Source: an optimization exercise on an open RTL-to-GDS flow (aim: a short achievable clock period and few clock cycles). Production flows keep margins and buffers that such runs may drop.
Only simulation tests tie the RTL to the original design; equivalence was not proved.
No activity file was given, so power comes from the tool's default toggle rates.

==> inputs of 12-13 <==
## SingleCycle_MIPS
module SingleCycle_MIPS(
    clk,
    rst_n,
    IR_addr,
    IR,
    ReadDataMem,
    CEN,
    WEN,
    A,
    ReadData2,
    OEN
);
Settings: LEC_CHECK=0, ABC_AREA=1, CAP_MARGIN=20, CORE_MARGIN=2, CORE_UTILIZATION=40, CTS_CLUSTER_DIAMETER=150, CTS_CLUSTER_SIZE=25, SETUP_SLACK_MARGIN=5.0, SLEW_MARGIN=20; clock period 7.5 ns.
standard.sh (not shown) runs the stock make flow with config.mk's settings and CLKGATE_MAP_FILE= SYNTH_SCRIPT=/design/flow/synth_recipe.tcl, a recipe that flattens the netlist after the stock synthesis.
==> flow/flow/run.sh <==
#!/bin/bash
set -euo pipefail
here=$(pwd)
bash standard.sh "POST_GLOBAL_PLACE_TCL=$here/flow/move_oflops.tcl" finish > "$here/flow.log" 2>&1
==> flow/flow/move_oflops.tcl <==
# Move each output port's buffer, and the flip-flop that drives only that buffer, to the
# point of the core nearest the port's pin; detailed placement then legalizes them there.
set block [ord::get_db_block]
set core [$block getCoreArea]
set cx0 [$core xMin]; set cy0 [$core yMin]; set cx1 [$core xMax]; set cy1 [$core yMax]
set moved 0
foreach bterm [$block getBTerms] {
  if {[$bterm getIoType] != "OUTPUT"} { continue }
  set net [$bterm getNet]
  if {$net == "NULL"} { continue }
  set buf ""
  foreach it [$net getITerms] { if {[$it isOutputSignal]} { set buf [$it getInst] } }
  if {$buf == ""} { continue }
  set innet ""
  foreach it [$buf getITerms] { if {[$it isInputSignal] && [$it getNet] != "NULL"} { set innet [$it getNet] } }
  if {$innet == ""} { continue }
  set ff ""
  foreach it [$innet getITerms] { if {[$it isOutputSignal]} { set ff [$it getInst] } }
  if {$ff == ""} { continue }
  if {![string match "*df*" [[$ff getMaster] getName]]} { continue }
  if {[llength [$innet getITerms]] != 2} { continue }
  set bb [$bterm getBBox]
  set px [expr {([$bb xMin] + [$bb xMax]) / 2}]
  set py [expr {([$bb yMin] + [$bb yMax]) / 2}]
  set w [[$ff getMaster] getWidth]
  set h [[$ff getMaster] getHeight]
  set x [expr {min(max($px, $cx0), $cx1 - 2 * $w)}]
  set y [expr {min(max($py, $cy0), $cy1 - 2 * $h)}]
  $buf setLocation $x $y
  $ff setLocation $x $y
  incr moved
}
puts "move_oflops: moved $moved output buffers and flip-flops next to their pins"
==> 06-04 (differences from 12-13) <==
--- a/flow/design.v
+++ b/flow/design.v
@@ -25,17 +25,15 @@
     reg  [31:0] ir_R;
     reg  [9:0]  pc_R;
     reg  [9:0]  bt_R, pn_R;
     reg         pt_R, pv_R;
     reg  [5:0]  pi_R;
     reg  [1:0]  pc2_R;
-    reg  [31:0] gA_R [0:3];      
-    reg  [31:0] gB_R [0:3];      
+    reg  [31:0] s1_R, s2_R;      
     reg         byA, byB;        
     reg         bmA, bmB;        
-    reg         bwA, bwB;        
     reg         v_D;
     reg  [31:0] ir_D;
     reg  [9:0]  pc_D;
     reg  [9:0]  bt_D;            
     reg  [9:0]  pn_D;            
     reg         pt_D;            
@@ -57,15 +55,15 @@
     reg  [31:0] z1_E, z0_E;      
     reg  [31:0] xl_E;            
     reg  [8:0]  lo_E;            
     reg         cen_E, wen_E;
     reg  [6:0]  addr_E;
     reg  [31:0] sd_E;
-    reg  [31:0] ws_M;            
+    reg         we_M;
+    reg  [4:0]  rd_M;
     reg  [31:0] res_M;
-    reg  [31:0] res_W;           
     reg  [31:0] rf [0:31];
     reg  [9:0]  ras [0:7];
     reg  [7:0]  fv;
     reg  [9:0]  fkey [0:7];
     reg  [9:0]  ftgt [0:7];
     reg  [2:0]  fnext;
@@ -169,28 +167,23 @@
         fhit_n = 1'b0; fdup = 1'b0; fpred_n = 10'd0;
         for (k = 0; k < 8; k = k + 1) begin
             if (fv[k] && fkey[k] == pc) begin fhit_n = 1'b1; fpred_n = fpred_n | ftgt[k]; end
             if (fv[k] && fkey[k] == fpkey) fdup = 1'b1;
         end
     end
-    wire [31:0] rf_A = gA_R[0] | gA_R[1] | gA_R[2] | gA_R[3];
-    wire [31:0] rf_B = gB_R[0] | gB_R[1] | gB_R[2] | gB_R[3];
-    wire [31:0] nA = byA ? res_E : bmA ? res_M : bwA ? res_W : rf_A;
-    wire [31:0] nB = byB ? res_E : bmB ? res_M : bwB ? res_W : rf_B;
-    reg  [31:0] fgA [0:3];
-    reg  [31:0] fgB [0:3];
+    reg  [31:0] rf_A, rf_B;
     always @(*) begin
-        for (k = 0; k < 4; k = k + 1) begin
-            fgA[k] = 32'd0;
-            fgB[k] = 32'd0;
-        end
+        rf_A = 32'd0;
+        rf_B = 32'd0;
         for (k = 0; k < 32; k = k + 1) begin
-            fgA[k/8] = fgA[k/8] | ({32{IR[25:21] == k}} & rf[k]);
-            fgB[k/8] = fgB[k/8] | ({32{IR[20:16] == k}} & rf[k]);
+            rf_A = rf_A | ({32{s1_R[k]}} & rf[k]);
+            rf_B = rf_B | ({32{s2_R[k]}} & rf[k]);
         end
     end
+    wire [31:0] nA = byA ? res_E : bmA ? res_M : rf_A;
+    wire [31:0] nB = byB ? res_E : bmB ? res_M : rf_B;
     wire       pv_F = (pc == ppc_F);                       
     wire       fhit = pv_F & ffh_F;
     wire [9:0] fpred = fft_F;
     wire       pt_F = (IR[31:26] == 6'h04) & pv_F & pp_F[1] & (IR[15:0] != 16'd1);
     wire [10:0] c_bt;
     ks_carry #(10) u_bt (.g(pc & IR[9:0]), .p(pc ^ IR[9:0]), .cin(1'b1), .c(c_bt));
@@ -204,13 +197,14 @@
     wire uA = ~(ir_R[31:27] == 5'b00001);    
     wire hzA_n = uA & v_D & wr_D & (ir_R[25:21] == dst_D);
     wire hzB_n = uA & v_D & wr_D & (ir_R[20:16] == dst_D);
     always @(posedge clk or negedge rst_n) begin
         if (~rst_n) begin
             pci_F <= 10'd0;
-            v_R <= 1'b0; v_D <= 1'b0; we_E <= 1'b0; ws_M <= 32'd0;
+            v_R <= 1'b0; v_D <= 1'b0; we_E <= 1'b0; we_M <= 1'b0;
+            for (i = 0; i < 32; i = i + 1) rf[i] <= 32'd0;
             fv <= 8'd0; fnext <= 3'd0; fpend <= 1'b0;
             for (i = 0; i < 64; i = i + 1) pht[i] <= 2'b01;
             ghist <= 4'd0; bu_v <= 1'b0;
         end else begin
             pci_F <= pc_nx;
             v_R <= ~redir;
@@ -224,13 +218,16 @@
             fpend <= f_jj;
             if (fpend && !fdup) begin
                 fv[fnext] <= 1'b1;
                 fnext     <= fnext + 3'd1;
             end
             we_E  <= go_D & wr_D;
-            for (i = 0; i < 32; i = i + 1) ws_M[i] <= we_E & (rd_E == i);
+            we_M  <= we_E;
+            if (we_M)
+                for (i = 0; i < 32; i = i + 1)
+                    if (i == rd_M) rf[i] <= res_M;
         end
     end
     wire [5:0] r_op = ir_R[31:26];
     wire [5:0] r_fn = ir_R[5:0];
     wire r_R   = (r_op == 6'h00);
     wire r_LW  = (r_op == 6'h23);
@@ -242,18 +239,16 @@
     wire r_SUB = r_R & (r_fn[3:0] == 4'b0010);
     wire r_OR  = r_R & (r_fn[3:0] == 4'b0101);
     wire r_SLT = r_R & (r_fn[3:0] == 4'b1010);
     always @(posedge clk) begin
         pc_F  <= rst_n ? pc_nx : 10'd0;
         ir_R  <= IR;
-        for (i = 0; i < 4; i = i + 1) begin
-            gA_R[i] <= fgA[i];
-            gB_R[i] <= fgB[i];
+        for (i = 0; i < 32; i = i + 1) begin
+            s1_R[i] <= (IR[25:21] == i);
+            s2_R[i] <= (IR[20:16] == i);
         end
-        bwA   <= ws_M[IR[25:21]];
-        bwB   <= ws_M[IR[20:16]];
         byA   <= v_D & wr_D & (IR[25:21] == dst_D);
         byB   <= v_D & wr_D & (IR[20:16] == dst_D);
         bmA   <= we_E & (IR[25:21] == rd_E);
         bmB   <= we_E & (IR[20:16] == rd_E);
         pc_R  <= pc;
         bt_R  <= bt_F;
@@ -333,16 +328,14 @@
         xl_E  <= dAND ? fg : (fA | fBB);
         lo_E  <= vA[8:0] ^ vBB ^ c_o[8:0];
         addr_E <= ea[8:2];
         cen_E <= ~(go_D & (isLW | isSW));
         wen_E <= ~(go_D & isSW);
         sd_E  <= sB;
+        rd_M  <= rd_E;
         res_M <= res_E;
-        res_W <= res_M;
-        for (i = 0; i < 32; i = i + 1)
-            if (ws_M[i] | ~rst_n) rf[i] <= res_M & {32{rst_n}};
     end
 endmodule
 module ks_carry #(parameter W = 32) (
     input  [W-1:0] g,
     input  [W-1:0] p,
     input          cin,
==> flow/run.sh (new file) <==
#!/bin/bash
# synth_recipe.tcl (not shown) runs the flow's synth.tcl, then flattens the netlist and writes it again
# the make line also repeats each setting of config.mk as NAME=value (left out here)
make -C /OpenROAD-flow-scripts/flow DESIGN_CONFIG=/design/flow/config.mk WORK_HOME=/design/flow/orfs CLKGATE_MAP_FILE= SYNTH_SCRIPT=/design/flow/synth_recipe.tcl finish
removed: flow/flow/run.sh
removed: flow/flow/move_oflops.tcl
removed: flow/standard.sh
==> comparison table <==
metric	12-13	06-04
Outcome	timing/DRC/antenna clean	timing/DRC/antenna clean
Gates resized, CTS repair	975	927
Clock Skew	49.7 ps	57.8 ps
Layout buffering overhead excluding clock cells	0.0529	0.0517
Clock period minus final worst setup slack	2840 ps	2850 ps
Seq. cell area	59,200 um2	49,000 um2
Portion of the post-synthesis area used by sequential elements	0.593	0.494
Multi-input combinational area share	0.333	0.423
Power of the clock network	6680 uW	6040 uW
Post-route insts no fill	13,792	15,605
Routed wl met2	174,000 um	178,000 um
Fill cell total of the finished layout	22,635	23,537
Mean Syn Cell Area	9.89 um2	7.92 um2
Post-placement worst setup slack	2060 ps	3290 ps
Total Wirelength	407,000 um	435,000 um
Area of the multi-input gates	39,100 um2	47,700 um2
Initial antenna violation count	39	25
Testbench counts of 12-13, summed over its fixed seeds: cycles 80,589.
Testbench counts of 06-04, summed over its fixed seeds: cycles 80,589.

========
==> inputs of run a <==
Another version of the RTL of SingleCycle_MIPS (not shown whole).
Design SingleCycle_MIPS, start of the top module:
module SingleCycle_MIPS(
    clk,
    rst_n,
    IR_addr,
    IR,
    ReadDataMem,
    CEN,
    WEN,
    A,
    ReadData2,
    OEN
);
    input         clk, rst_n;
    input  [31:0] IR;
    output [31:0] IR_addr;
    input  [31:0] ReadDataMem;
    output        CEN;
    output        WEN;
    output  [6:0] A;
    output [31:0] ReadData2;
    output        OEN;
    reg  [9:0]  pc_F;            
    reg  [9:0]  pci_F;           
    reg         v_R;
    reg  [31:0] ir_R;
    reg  [9:0]  pc_R;
    reg  [9:0]  bt_R, pn_R;
    reg         pt_R, pv_R;
    reg  [5:0]  pi_R;
    reg  [1:0]  pc2_R;
    reg  [31:0] s1_R, s2_R;      
    reg         byA, byB;        
    reg         bmA, bmB;        
    reg         v_D;
    reg  [31:0] ir_D;
    reg  [9:0]  pc_D;
    reg  [9:0]  bt_D;            
    reg  [9:0]  pn_D;            
    reg         pt_D;            
    reg         pv_D;            
    reg  [5:0]  pi_D;            
    reg  [1:0]  pc2_D;
    reg  [31:0] rA, rB;          
    reg         hzA, hzB;        
    reg         mAl, mBl;        
    reg         mAe, mBe;        
    reg         we_E;            
    reg  [4:0]  rd_E;
    reg         eLW, eAND, eOR, eARI, eSLT;
    reg         cin_E;           
    reg  [3:0]  ltc_E;           
    reg  [3:1]  eqc_E;           
    reg  [31:0] a_E;
    reg  [31:0] bb_E;            
    reg  [31:0] z1_E, z0_E;      
    reg  [31:0] xl_E;            
    reg  [8:0]  lo_E;            
    reg         cen_E, wen_E;
    reg  [6:0]  addr_E;
    reg  [31:0] sd_E;
    reg  [31:0] ws_M;            
    reg  [31:0] res_M;
    reg  [31:0] rf [0:31];
    reg  [9:0]  ras [0:7];
    reg  [7:0]  fv;
    reg  [9:0]  fkey [0:7];
    reg  [9:0]  ftgt [0:7];
    reg  [2:0]  fnext;
    reg         fpend;           
    reg  [1:0]  pht [0:63];
    reg  [3:0]  ghist;
    reg         bu_v, bu_t;
    reg  [5:0]  bu_i;
  ...
Settings: LEC_CHECK=0, ABC_AREA=1, CAP_MARGIN=20, CORE_MARGIN=2, CORE_UTILIZATION=40, CTS_CLUSTER_DIAMETER=150, CTS_CLUSTER_SIZE=25, SETUP_SLACK_MARGIN=5.0, SLEW_MARGIN=20; clock period 7.5 ns.
==> flow/flow/run.sh <==
#!/bin/bash
set -euo pipefail
here=$(pwd)
bash standard.sh "POST_GLOBAL_PLACE_TCL=$here/flow/move_oflops.tcl" finish > "$here/flow.log" 2>&1
==> flow/flow/move_oflops.tcl <==
# Move each output port's buffer, and the flip-flop that drives only that buffer, to the
# point of the core nearest the port's pin; detailed placement then legalizes them there.
set block [ord::get_db_block]
set core [$block getCoreArea]
set cx0 [$core xMin]; set cy0 [$core yMin]; set cx1 [$core xMax]; set cy1 [$core yMax]
set moved 0
foreach bterm [$block getBTerms] {
  if {[$bterm getIoType] != "OUTPUT"} { continue }
  set net [$bterm getNet]
  if {$net == "NULL"} { continue }
  set buf ""
  foreach it [$net getITerms] { if {[$it isOutputSignal]} { set buf [$it getInst] } }
  if {$buf == ""} { continue }
  set innet ""
  foreach it [$buf getITerms] { if {[$it isInputSignal] && [$it getNet] != "NULL"} { set innet [$it getNet] } }
  if {$innet == ""} { continue }
  set ff ""
  foreach it [$innet getITerms] { if {[$it isOutputSignal]} { set ff [$it getInst] } }
  if {$ff == ""} { continue }
  if {![string match "*df*" [[$ff getMaster] getName]]} { continue }
  if {[llength [$innet getITerms]] != 2} { continue }
  set bb [$bterm getBBox]
  set px [expr {([$bb xMin] + [$bb xMax]) / 2}]
  set py [expr {([$bb yMin] + [$bb yMax]) / 2}]
  set w [[$ff getMaster] getWidth]
  set h [[$ff getMaster] getHeight]
  set x [expr {min(max($px, $cx0), $cx1 - 2 * $w)}]
  set y [expr {min(max($py, $cy0), $cy1 - 2 * $h)}]
  $buf setLocation $x $y
  $ff setLocation $x $y
  incr moved
}
puts "move_oflops: moved $moved output buffers and flip-flops next to their pins"
==> run b: changes against run a <==
--- a/flow/design.v
+++ b/flow/design.v
@@ -197,13 +197,12 @@
     wire hzA_n = uA & v_D & wr_D & (ir_R[25:21] == dst_D);
     wire hzB_n = uA & v_D & wr_D & (ir_R[20:16] == dst_D);
     always @(posedge clk or negedge rst_n) begin
         if (~rst_n) begin
             pci_F <= 10'd0;
             v_R <= 1'b0; v_D <= 1'b0; we_E <= 1'b0; ws_M <= 32'd0;
-            for (i = 0; i < 32; i = i + 1) rf[i] <= 32'd0;
             fv <= 8'd0; fnext <= 3'd0; fpend <= 1'b0;
             for (i = 0; i < 64; i = i + 1) pht[i] <= 2'b01;
             ghist <= 4'd0; bu_v <= 1'b0;
         end else begin
             pci_F <= pc_nx;
             v_R <= ~redir;
@@ -218,14 +217,12 @@
             if (fpend && !fdup) begin
                 fv[fnext] <= 1'b1;
                 fnext     <= fnext + 3'd1;
             end
             we_E  <= go_D & wr_D;
             for (i = 0; i < 32; i = i + 1) ws_M[i] <= we_E & (rd_E == i);
-            for (i = 0; i < 32; i = i + 1)
-                if (ws_M[i]) rf[i] <= res_M;
         end
     end
     wire [5:0] r_op = ir_R[31:26];
     wire [5:0] r_fn = ir_R[5:0];
     wire r_R   = (r_op == 6'h00);
     wire r_LW  = (r_op == 6'h23);
@@ -327,12 +324,14 @@
         lo_E  <= vA[8:0] ^ vBB ^ c_o[8:0];
         addr_E <= ea[8:2];
         cen_E <= ~(go_D & (isLW | isSW));
         wen_E <= ~(go_D & isSW);
         sd_E  <= sB;
         res_M <= res_E;
+        for (i = 0; i < 32; i = i + 1)
+            if (ws_M[i] | ~rst_n) rf[i] <= res_M & {32{rst_n}};
     end
 endmodule
 module ks_carry #(parameter W = 32) (
     input  [W-1:0] g,
     input  [W-1:0] p,
     input          cin,
==> flow/flow/run.sh (replaced) <==
#!/bin/bash
set -euo pipefail
here=$(pwd)
bash standard.sh "POST_GLOBAL_PLACE_TCL=$here/flow/move_oflops.tcl" MATCH_CELL_FOOTPRINT=0 finish > "$here/flow.log" 2>&1
==> notes.md <==
Core ar.: run b 234700 um2; run a 250700 um2
Internal power summed over all cells: run b 0.01818 W; run a 0.01569 W
Switching Share: run b 0.3545; run a 0.3291
Proportion of cell area spent on the clock network: run b 0.02445; run a 0.02293
Vias per std cell: run b 6.186; run a 6.092
Outcome: run b finished clean; run a finished clean
Clock network power: run b 0.00622 W; run a 0.00623 W
Flip-flop and latch power: run b 0.0140 W; run a 0.0122 W
Vias in the first global route: run b 76880; run a 89170
Die height: run b 489.3 um; run a 505.4 um
Avg Cell Area, Syn: run b 9.289 um2; run a 8.228 um2
Vias after detailed routing: run b 84800; run a 96090
Worst hold slack across all endpoints: run b 0.2921 ns; run a 0.3148 ns
Portion of synthesized cell area occupied by the leading cell type: run b 0.4029; run a 0.2862
Testbench counts of run a, summed over its fixed seeds: cycles 80,589.
Testbench counts of run b, summed over its fixed seeds: cycles 80,589.

## afterwards: timing with drivers on the ports
Ports are ideal in the flow. The routed layouts listed here were re-timed in OpenROAD. Step 1 (the two cells are an assumption about what drives the block):
set clk [get_ports {clk}]
set_driving_cell -lib_cell sky130_fd_sc_hd__clkbuf_16 $clk
set_driving_cell -lib_cell sky130_fd_sc_hd__buf_2 [delete_from_list [all_inputs] $clk]
Step 2, shift: input delay + t, output delay - t, t = (earliest + latest rising clock arrival at the registers) / 2. This alone moves slack from input paths to output paths. a / b / c = no drivers / after step 1 / after step 2; a / b = the first two.
| run | t, ns | slack for setup (ns) | worst setup path at the end |
|---|---|---|---|
| 12-13 | 0.904 | 4.663 / 4.627 / 3.797 | input to register |
| 06-04 | 0.891 | 4.652 / 4.559 / 3.958 | input to register |
| run a | 0.914 | 4.720 / 4.616 / 4.063 | input to register |
| run b | 0.932 | 4.653 / 4.561 / 3.983 | input to register |
After both steps setup and hold are still met in every run listed. The setup slack of 12-13, which loses most, moves by -0.036 ns with the drivers and by -0.866 ns with both steps.
